This is an optimization exercise on Yosys and OpenROAD, whose aim is small area, a short achievable clock period and few clock cycles, not a production implementation.
Only simulation tests tie the RTL to the original design; equivalence was not proved.

Setup of the reference run:
// cpu
module cpu(
    input clk,
    input rst,
    input [7:0] op_code,
    input [7:0] arg1,
    input [7:0] arg2,
    input [31:0] dataparams,
    output [15:0] dataindex,
    output [15:0] program_counter,
    output arr_trigger,
    output arr_write,
    output [15:0] arr_addr,
    output [31:0] arr_wdata,
    input [31:0] arr_rdata,
    input arr_done,
    output halted
);
    localparam [1:0] S_BOOT0 = 2'd0, S_BOOT1 = 2'd1, S_RUN = 2'd2, S_HALT = 2'd3;
    reg [1:0] st;
    reg [1:0] ph;                    
    reg [15:0] cur_pc;               
    reg [15:0] tgt_r;                
    reg busy;                        
    reg squash;                      
    reg dz;                          
    reg [4:0] dsh;                   
    reg [31:0] T_r, N;               
    reg byp_dp;                      
    reg rd_wait;                     
    wire [31:0] T = byp_dp ? dataparams : rd_wait ? arr_rdata : T_r;
    reg [31:0] sram [0:13];          
    reg [3:0] p;                     
    reg [31:0] lva [0:31];           
    reg [4:0] fb, ftop;              
    reg [20:0] cs [0:14];            
    reg [3:0] csp;
    reg [15:0] inv_addr;             
    reg [7:0] mcnt;                  
    reg [31:0] Q;                    
    reg [5:0] dcnt;                  
    function [32:0] kadd32(input [31:0] a, input [31:0] b, input cin);
        reg [31:0] g, pp, G, P, c;
        integer k, d;
        begin
            g = a & b;
            pp = a ^ b;
            G = g;
            P = pp;
            for (d = 1; d < 32; d = d * 2)
                for (k = 31; k >= d; k = k - 1) begin
                    G[k] = G[k] | (P[k] & G[k - d]);
                    P[k] = P[k] & P[k - d];
                end
            c[0] = cin;
            for (k = 1; k < 32; k = k + 1)
                c[k] = G[k - 1] | (P[k - 1] & cin);
  ...
==> flow/config.mk <==
export PLATFORM = sky130hd
export DESIGN_NAME = cpu
export DESIGN_NICKNAME = cpu
export VERILOG_FILES = /design/flow/design.v
export SDC_FILE = /design/flow/constraint.sdc
export NUM_CORES = 4
export LEC_CHECK = 0
export CAP_MARGIN = 35
export CORE_MARGIN = 2
export CORE_UTILIZATION = 40
export PLACE_DENSITY = 0.6
export SETUP_SLACK_MARGIN = 1
export SLEW_MARGIN = 35
==> flow/constraint.sdc <==
create_clock -name core_clock -period 9.0 [get_ports {clk}]
set_input_delay 1.8000 -clock core_clock [delete_from_list [all_inputs] [get_ports {clk}]]
set_output_delay 1.8000 -clock core_clock [all_outputs]
set_load 0.01 [all_outputs]
standard.sh (not shown) runs the stock make flow with config.mk's settings and CLKGATE_MAP_FILE= SYNTH_SCRIPT=/design/flow/synth_recipe.tcl, a recipe that flattens the netlist after the stock synthesis.
==> flow/flow/run.sh <==
#!/bin/bash
# Standard layout, with the port buffers made of plain buf cells instead of
# the delay-buffer cells buffer_ports picks by default.
set -euo pipefail
bash standard.sh BUFFER_PORTS_ARGS="-buffer_cell sky130_fd_sc_hd__buf_4" finish > standard.log 2>&1
Testbench counts of the reference run, summed over its fixed seeds: cycles 136,365.
The inputs of the trial run differ from those of the reference run as listed below.
diff --git a/flow/design.v b/flow/design.v
--- a/flow/design.v
+++ b/flow/design.v
@@ -229,58 +229,33 @@
         case (op)
             OP_IADD: alu = sum_add[31:0];
             OP_ISUB: alu = nt_sub[31:0];
             OP_ISHL: alu = shl;
             OP_ISHR: alu = shr;
             OP_IAND: alu = N & T;
             OP_IOR:  alu = N | T;
             default: alu = N ^ T;
         endcase
     end
-    reg [32:0] M3;
-    wire [32:0] dsub1 = kadd32(N, ~T_r, 1'b1);                  
-    wire [32:0] dsubh = kadd32(N, ~{1'b0, T_r[31:1]}, 1'b1);    
-    wire [32:0] dsub3 = kadd32(N, ~M3[31:0], 1'b1);             
-    wire dgeh = dsubh[32];
+    wire [32:0] dsub1 = kadd32(N, ~T_r, 1'b1);
     wire dge1 = dsub1[32];
-    wire dge3 = !M3[32] && dsub3[32];
+    wire [31:0] dr1 = dge1 ? dsub1[31:0] : N;
+    wire [31:0] dd1 = {1'b0, T_r[31:1]};
+    wire [32:0] dsub2 = kadd32(dr1, ~dd1, 1'b1);
+    wire dge2 = dsub2[32];
+    wire [31:0] dr2 = dge2 ? dsub2[31:0] : dr1;
+    wire [31:0] dd2 = {2'b00, T_r[31:2]};
     wire dtwo = (dcnt >= 6'd2);
-    reg [31:0] dr_n;
-    reg [1:0] ddig;
-    always @(*) begin
-        if (!dtwo) begin
-            ddig = {1'b0, dge1};
-            dr_n = dge1 ? dsub1[31:0] : N;
-        end else if (dge3) begin
-            ddig = 2'd3;
-            dr_n = dsub3[31:0];
-        end else if (dge1) begin
-            ddig = 2'd2;
-            dr_n = dsub1[31:0];
-        end else if (dgeh) begin
-            ddig = 2'd1;
-            dr_n = dsubh[31:0];
-        end else begin
-            ddig = 2'd0;
-            dr_n = N;
-        end
-    end
-    wire [31:0] dd_n = dtwo ? {2'b00, T_r[31:2]} : {1'b0, T_r[31:1]};
-    wire [31:0] dq_n = dtwo ? {Q[29:0], ddig} : {Q[30:0], ddig[0]};
+    wire [31:0] dr_n = dtwo ? dr2 : dr1;
+    wire [31:0] dd_n = dtwo ? dd2 : dd1;
+    wire [31:0] dq_n = dtwo ? {Q[29:0], dge1, dge2} : {Q[30:0], dge1};
     wire dlast = (dcnt <= 6'd2);
-    wire [32:0] m3_init = kadd32(shl, {1'b0, shl[31:1]}, 1'b0);
-    always @(posedge clk) begin
-        if (d_div && ph == 2'd1)
-            M3 <= m3_init;
-        else if (d_div && ph == 2'd2)
-            M3 <= {2'b00, M3[32:2]};
-    end
     reg [15:0] pc_ref;
     reg [1:0] st_n, ph_n;
     reg [31:0] T_n, N_n;
     reg [3:0] p_n;
     reg s_we;
     reg l_we;
     reg [4:0] l_wa;
     reg [31:0] l_wd;
     reg c_push, c_pop;
     reg [4:0] fb_n, ftop_n;
@@ -327,35 +302,36 @@
     end
     wire div_fin = (ph == 2'd1 && dz) || (ph == 2'd2 && dlast);
     wire inv_dp  = (ph == 2'd1) && (dataparams[15:9] == 7'd0);
     wire inv_r   = (ph == 2'd2) && (mcnt == 8'd1);
     wire rd_stall = rd_wait && !arr_done;
     reg [15:0] pc_alt;
     always @(*) begin
         if (st == S_BOOT0)      pc_alt = 16'h0000;
         else if (st == S_BOOT1) pc_alt = dataparams[31:16];
         else if (st == S_HALT)  pc_alt = cur_pc;
+        else if (squash)        pc_alt = tgt_r;
+        else if (rd_stall)      pc_alt = cur_pc;
         else if (k_iinc)        pc_alt = pc_p3;
         else if (k_imul)        pc_alt = pc_p1;
         else if (k_div)         pc_alt = div_fin ? pc_p1 : cur_pc;
         else if (k_inv)         pc_alt = inv_dp ? dataparams[31:16] : inv_r ? inv_addr : cur_pc;
         else                    pc_alt = cur_pc;
     end
-    wire use_alt = (st != S_RUN) || (ph != 2'd0);
+    wire use_alt = (st != S_RUN) || squash || rd_stall || (ph != 2'd0);
     wire c_hold = f_nop || f_two || d_div || f_inv || (f_arr && !can_trig);
     wire c_l2   = (len == 2'd2);
     wire c_l3   = (len == 2'd3) && (op != OP_IINC) && !f_inv;
     wire c_l1   = !(c_hold || c_l2 || c_l3 || d_ret);
     wire [15:0] pc_dec = ({16{c_l1}} & pc_p1) | ({16{c_l2}} & pc_p2) | ({16{c_l3}} & pc_p3) |
                          ({16{c_hold}} & cur_pc) | ({16{d_ret}} & cs_top[20:5]);
-    wire [15:0] pc_y = use_alt ? pc_alt : pc_dec;
-    wire [15:0] pc_out = squash ? tgt_r : rd_stall ? cur_pc : pc_y;
+    wire [15:0] pc_out = use_alt ? pc_alt : pc_dec;
     always @(*) begin
         pc_ref = cur_pc;
         st_n = st;
         ph_n = 2'd0;
         T_n = T;
         N_n = N;
         p_n = p;
         s_we = 1'b0;
         byp_dp_n = 1'b0;
         rd_wait_n = rd_wait && !arr_done;
@@ -519,26 +495,26 @@
                 else if (d_div) begin
                     if (ph == 2'd0 && (byp_dp || rd_wait)) begin
                         pc_ref = cur_pc;
                     end
                     else if (ph == 2'd0) begin
                         pc_ref = cur_pc;
                         ph_n = 2'd1;
                         Q_n = 32'd0;
                         dz_n = div_zero;
                         dsh_n = dshift;
+                        dcnt_n = {1'b0, dshift} + 6'd1;
                     end
                     else if (ph == 2'd1 && !dz) begin
                         pc_ref = cur_pc;
                         ph_n = 2'd2;
                         T_n = shl;
-                        dcnt_n = {1'b0, dsh} + 6'd1;
                     end else begin
                         Q_n = dq_n;
                         dcnt_n = dcnt - (dtwo ? 6'd2 : 6'd1);
                         if (dlast || dz) begin
                             if (dz)
                                 T_n = (op == OP_IREM) ? N : 32'd0;
                             else
                                 T_n = (op == OP_IREM) ? dr_n : dq_n;
                             N_n = rd;
                             p_n = pm1;
### Flow results
Going from the reference run to the trial run, worst setup margin decreased 88 ps, measured slew at the worst slew-check pin went up. The reference run -> the trial run: net count after synthesis decreased by a few percent. As of the trial run, area after synthesis had fallen by a few percent compared to the reference run. Of the two candidates, the reference run has the worse area of the core and the trial run the better one. The trial run against the reference run; tap cell instance count is down by a few percent. Going from the reference run to the trial run, fraction of final layout cells with drive strength greater than 1 shows an increase of 0.49 points, sequential share of layout area +0.73 points. The trial run vs. the reference run: final estimated routing congestion in global placement went up by 5.5%.
Testbench counts of the trial run, summed over its fixed seeds: cycles 136,365.


## job 2004
cpu again, from the RTL that the note above started with.
// cpu
module cpu(
    input clk,
    input rst,
    input [7:0] op_code,
    input [7:0] arg1,
    input [7:0] arg2,
    input [31:0] dataparams,
    output [15:0] dataindex,
    output [15:0] program_counter,
    output arr_trigger,
    output arr_write,
    output [15:0] arr_addr,
    output [31:0] arr_wdata,
    input [31:0] arr_rdata,
    input arr_done,
    output halted
);
    localparam [1:0] S_BOOT0 = 2'd0, S_BOOT1 = 2'd1, S_RUN = 2'd2, S_HALT = 2'd3;
    reg [1:0] st;
    reg [1:0] ph;                    
    reg [15:0] cur_pc;               
    reg [15:0] tgt_r;                
    reg busy;                        
    reg squash;                      
    reg dz;                          
    reg [4:0] dsh;                   
    reg [31:0] T_r, N;               
    reg byp_dp;                      
    reg rd_wait;                     
    wire [31:0] T = byp_dp ? dataparams : rd_wait ? arr_rdata : T_r;
    reg [31:0] sram [0:13];          
    reg [3:0] p;                     
    reg [31:0] lva [0:31];           
  ...
export LEC_CHECK = 0
export ABC_CLOCK_PERIOD_IN_PS = 5000
export CAP_MARGIN = 35
export CORE_MARGIN = 2
export CORE_UTILIZATION = 40
export PLACE_DENSITY = 0.6
export SETUP_SLACK_MARGIN = 2
export SLEW_MARGIN = 35
create_clock -name core_clock -period 9.0 [get_ports {clk}]
Scripts as last shown in full above: flow/flow/run.sh
Testbench counts of job 2004, summed over its fixed seeds: cycles 136,365.
The inputs of job 3951 differ from those of job 2004 as listed below.
-- flow/design.v --
<<< job 2004, line 335
        else if (st == S_BOOT1) pc_alt = dataparams[31:16];
        else if (st == S_HALT)  pc_alt = cur_pc;
        else if (k_iinc)        pc_alt = pc_p3;
        else if (k_imul)        pc_alt = pc_p1;
>>> job 3951, line 335
        else if (st == S_BOOT1) pc_alt = dataparams[31:16];
        else if (st == S_HALT)  pc_alt = cur_pc;
        else if (squash)        pc_alt = tgt_r;
        else if (rd_stall)      pc_alt = cur_pc;
        else if (k_iinc)        pc_alt = pc_p3;
        else if (k_imul)        pc_alt = pc_p1;
<<< job 2004, line 341
        else                    pc_alt = cur_pc;
    end
    wire use_alt = (st != S_RUN) || (ph != 2'd0);
    wire c_hold = f_nop || f_two || d_div || f_inv || (f_arr && !can_trig);
    wire c_l2   = (len == 2'd2);
>>> job 3951, line 343
        else                    pc_alt = cur_pc;
    end
    wire use_alt = (st != S_RUN) || squash || rd_stall || (ph != 2'd0);
    wire c_hold = f_nop || f_two || d_div || f_inv || (f_arr && !can_trig);
    wire c_l2   = (len == 2'd2);
<<< job 2004, line 348
    wire [15:0] pc_dec = ({16{c_l1}} & pc_p1) | ({16{c_l2}} & pc_p2) | ({16{c_l3}} & pc_p3) |
                         ({16{c_hold}} & cur_pc) | ({16{d_ret}} & cs_top[20:5]);
    wire [15:0] pc_y = use_alt ? pc_alt : pc_dec;
    wire [15:0] pc_out = squash ? tgt_r : rd_stall ? cur_pc : pc_y;
    always @(*) begin
        pc_ref = cur_pc;
>>> job 3951, line 350
    wire [15:0] pc_dec = ({16{c_l1}} & pc_p1) | ({16{c_l2}} & pc_p2) | ({16{c_l3}} & pc_p3) |
                         ({16{c_hold}} & cur_pc) | ({16{d_ret}} & cs_top[20:5]);
    wire [15:0] pc_out = use_alt ? pc_alt : pc_dec;
    always @(*) begin
        pc_ref = cur_pc;
<<< job 2004, line 527
                        dz_n = div_zero;
                        dsh_n = dshift;
                    end
                    else if (ph == 2'd1 && !dz) begin
>>> job 3951, line 528
                        dz_n = div_zero;
                        dsh_n = dshift;
                        dcnt_n = {1'b0, dshift} + 6'd1;
                    end
                    else if (ph == 2'd1 && !dz) begin
<<< job 2004, line 532
                        ph_n = 2'd2;
                        T_n = shl;
                        dcnt_n = {1'b0, dsh} + 6'd1;
                    end else begin
                        Q_n = dq_n;
>>> job 3951, line 534
                        ph_n = 2'd2;
                        T_n = shl;
                    end else begin
                        Q_n = dq_n;
Notes after the runs:
- Summary — clock-buffer cell count, job 3951 relative to job 2004: lower, by 2.7%.
- Job 2004 has a higher detailed router's first-iteration violation count than job 3951.
- Relative to job 2004, number of non-clock buffers decreased by 34 in job 3951.
- Detailed-routed wire length on met2: job 3951 < job 2004
- Routed wire length of job 3951 falls short of that of job 2004 by a few percent.
Testbench counts of job 3951, summed over its fixed seeds: cycles 136,365.


== JK ==
cpu, a different RTL version from the one above (not shown whole).
For scale: about 170 I/O pins, about 120000 sq um of cells after synthesis.
==> flow/config.mk <==
export PLATFORM = sky130hd
export DESIGN_NAME = cpu
export DESIGN_NICKNAME = cpu
export VERILOG_FILES = /design/flow/design.v
export SDC_FILE = /design/flow/constraint.sdc
export NUM_CORES = 4
export LEC_CHECK = 0
export ABC_CLOCK_PERIOD_IN_PS = 5000
export CAP_MARGIN = 35
export CORE_MARGIN = 2
export CORE_UTILIZATION = 40
export PLACE_DENSITY = 0.6
export SETUP_SLACK_MARGIN = 2
export SLEW_MARGIN = 35
==> flow/constraint.sdc <==
create_clock -name core_clock -period 9.0 [get_ports {clk}]
set_input_delay 1.8000 -clock core_clock [delete_from_list [all_inputs] [get_ports {clk}]]
set_output_delay 1.8000 -clock core_clock [all_outputs]
set_load 0.01 [all_outputs]
Scripts as last shown in full above: flow/flow/run.sh
Testbench counts of JK, summed over its fixed seeds: cycles 136,365.
> inputs changed (JK -> PW)
-- flow/design.v --
<<< JK, line 269
    reg byp_dp_n, rd_wait_n, squash_n, dz_n;
    reg [4:0] dsh_n;
    wire [32:0] inc_sum = kadd32(Q, {24'd0, arg2}, 1'b0);
    wire [63:0] mul_cs = mulcs(N[15:0], T_r[15:0]);
    wire [32:0] mul_sum = kadd32(T_r, Q, 1'b0);
    wire [32:0] neg_t = kadd32(32'd0, ~T, 1'b1);
    wire can_trig = !busy || arr_done;
>>> PW, line 269
    reg byp_dp_n, rd_wait_n, squash_n, dz_n;
    reg [4:0] dsh_n;
    wire [32:0] inc_sum = kadd32(lrd, {24'd0, arg2}, 1'b0);
    wire [63:0] mul_cs = mulcs(N[15:0], T_r[15:0]);
    wire [32:0] mul_sum = kadd32(mul_cs[31:0], mul_cs[63:32], 1'b0);
    wire [32:0] neg_t = kadd32(32'd0, ~T, 1'b1);
    wire can_trig = !busy || arr_done;
<<< JK, line 292
    wire f_nop   = (op == OP_NOP);
    wire f_arr   = d_iaload || d_iastore;
    wire f_two   = (op == OP_IINC) || (op == OP_IMUL);
    wire f_inv   = (op == OP_INVOKE);
    reg k_iinc, k_imul, k_div, k_inv;
    always @(posedge clk) begin
        k_iinc <= (op == OP_IINC);
        k_imul <= (op == OP_IMUL);
        k_div <= d_div;
        k_inv <= f_inv;
>>> PW, line 292
    wire f_nop   = (op == OP_NOP);
    wire f_arr   = d_iaload || d_iastore;
    wire f_mulw  = (op == OP_IMUL) && (byp_dp || rd_wait);
    wire f_inv   = (op == OP_INVOKE);
    reg k_div, k_inv;
    always @(posedge clk) begin
        k_div <= d_div;
        k_inv <= f_inv;
<<< JK, line 310
        else if (st == S_BOOT1) pc_alt = dataparams[31:16];
        else if (st == S_HALT)  pc_alt = cur_pc;
        else if (k_iinc)        pc_alt = pc_p3;
        else if (k_imul)        pc_alt = pc_p1;
        else if (k_div)         pc_alt = div_fin ? pc_p1 : cur_pc;
        else if (k_inv)         pc_alt = inv_dp ? dataparams[31:16] : inv_r ? inv_addr : cur_pc;
        else                    pc_alt = cur_pc;
    end
    wire use_alt = (st != S_RUN) || (ph != 2'd0);
    wire c_hold = f_nop || f_two || d_div || f_inv || (f_arr && !can_trig);
    wire c_l2   = (len == 2'd2);
    wire c_l3   = (len == 2'd3) && (op != OP_IINC) && !f_inv;
    wire c_l1   = !(c_hold || c_l2 || c_l3 || d_ret);
    wire [15:0] pc_dec = ({16{c_l1}} & pc_p1) | ({16{c_l2}} & pc_p2) | ({16{c_l3}} & pc_p3) |
                         ({16{c_hold}} & cur_pc) | ({16{d_ret}} & cs_top[20:5]);
    wire [15:0] pc_y = use_alt ? pc_alt : pc_dec;
    wire [15:0] pc_out = squash ? tgt_r : rd_stall ? cur_pc : pc_y;
    always @(*) begin
        pc_ref = cur_pc;
>>> PW, line 308
        else if (st == S_BOOT1) pc_alt = dataparams[31:16];
        else if (st == S_HALT)  pc_alt = cur_pc;
        else if (squash)        pc_alt = tgt_r;
        else if (rd_stall)      pc_alt = cur_pc;
        else if (k_div)         pc_alt = div_fin ? pc_p1 : cur_pc;
        else if (k_inv)         pc_alt = inv_dp ? dataparams[31:16] : inv_r ? inv_addr : cur_pc;
        else                    pc_alt = cur_pc;
    end
    wire use_alt = (st != S_RUN) || squash || rd_stall || (ph != 2'd0);
    wire c_hold = f_nop || f_mulw || d_div || f_inv || (f_arr && !can_trig);
    wire c_l2   = (len == 2'd2);
    wire c_l3   = (len == 2'd3) && !f_inv;
    wire c_l1   = !(c_hold || c_l2 || c_l3 || d_ret);
    wire [15:0] pc_dec = ({16{c_l1}} & pc_p1) | ({16{c_l2}} & pc_p2) | ({16{c_l3}} & pc_p3) |
                         ({16{c_hold}} & cur_pc) | ({16{d_ret}} & cs_top[20:5]);
    wire [15:0] pc_out = use_alt ? pc_alt : pc_dec;
    always @(*) begin
        pc_ref = cur_pc;
<<< JK, line 410
                end
                else if (op == OP_IINC) begin
                    if (ph == 2'd0) begin
                        pc_ref = cur_pc;
                        ph_n = 2'd1;
                        Q_n = lrd;
                    end else begin
                        l_we = 1'b1;
                        l_wd = inc_sum[31:0];
                    end
                end
                else if (op == OP_IMUL) begin
                    if (ph == 2'd0 && (byp_dp || rd_wait)) begin
                        pc_ref = cur_pc;
                    end
                    else if (ph == 2'd0) begin
                        pc_ref = cur_pc;
                        ph_n = 2'd1;
                        T_n = mul_cs[31:0];
                        Q_n = mul_cs[63:32];
                    end else begin
                        T_n = mul_sum[31:0];
>>> PW, line 407
                end
                else if (op == OP_IINC) begin
                    l_we = 1'b1;
                    l_wd = inc_sum[31:0];
                end
                else if (op == OP_IMUL) begin
                    if (byp_dp || rd_wait) begin
                        pc_ref = cur_pc;
                    end else begin
                        T_n = mul_sum[31:0];
<<< JK, line 502
                        dz_n = div_zero;
                        dsh_n = dshift;
                    end
                    else if (ph == 2'd1 && !dz) begin
>>> PW, line 487
                        dz_n = div_zero;
                        dsh_n = dshift;
                        dcnt_n = {1'b0, dshift} + 6'd1;
                    end
                    else if (ph == 2'd1 && !dz) begin
<<< JK, line 507
                        ph_n = 2'd2;
                        T_n = shl;
                        dcnt_n = {1'b0, dsh} + 6'd1;
                    end else begin
                        Q_n = dq_n;
>>> PW, line 493
                        ph_n = 2'd2;
                        T_n = shl;
                    end else begin
                        Q_n = dq_n;
### Flow results
- PW does better than JK on area after synthesis.
- Initial DRC count down 8.2% in PW wrt JK
- In PW, first-pass iteration count of the detailed router is lower than in JK.
- PW gives less count of inserted tapcells than JK did.
- On design area, PW does worse than JK.
- Looking at JK and PW, the post-layout net count is a wash.
- PW vs JK, instance count: PW lower
- Going from JK to PW, relative slew slack grows by 3.3 points.
- Relative to JK, the area growth from synthesis to layout of PW is higher by 5.3 points.
Testbench counts of PW, summed over its fixed seeds: cycles 130,903.

what the ideal ports hide:
Ports are ideal in the flow. The routed layouts listed here were re-timed in OpenROAD.
Step 1 (the two cells are an assumption about what drives the block):
set clk [get_ports {clk}]
set_driving_cell -lib_cell sky130_fd_sc_hd__clkbuf_16 $clk
set_driving_cell -lib_cell sky130_fd_sc_hd__buf_2 [delete_from_list [all_inputs] $clk]
Step 2 moves the port delays by t, midway between the first and last clock arrival at a register: inputs arrive t later, outputs are due t later. That takes back most of the time a late clock gives input paths.
Slacks: no drivers / after step 1 / after step 2; pairs: no drivers / after step 1.
| run | shift t [ns] | setup slack, ns | hold WS [ns] | worst setup path after step 2 | clock arrival spread, ns |
|---|---|---|---|---|---|
| the reference run | 1.019 | 1.226 / 1.099 / 0.447 | 0.469 / 0.469 / 0.469 | input to register | 0.116 / 0.116 |
| the trial run | 1.046 | 1.138 / 1.138 / 0.670 | 0.603 / 0.603 / 0.603 | input to register | 0.096 / 0.096 |
| job 2004 | 1.014 | 1.768 / 1.812 / 0.797 | 0.480 / 0.480 / 0.480 | input to register | 0.103 / 0.103 |
| job 3951 | 1.032 | 1.426 / 1.426 / 0.888 | 0.518 / 0.518 / 0.518 | input to register | 0.094 / 0.095 |
| JK | 1.006 | 1.959 / 1.959 / 1.212 | 0.579 / 0.579 / 0.579 | input to register | 0.104 / 0.105 |
| PW | 0.981 | 1.526 / 1.588 / 0.607 | 0.596 / 0.596 / 0.596 | input to register | 0.080 / 0.080 |
After both steps setup and hold are still met in every run listed. The setup slack of job 2004, which loses most, moves by +0.044 ns with the drivers and by -0.971 ns with both steps.
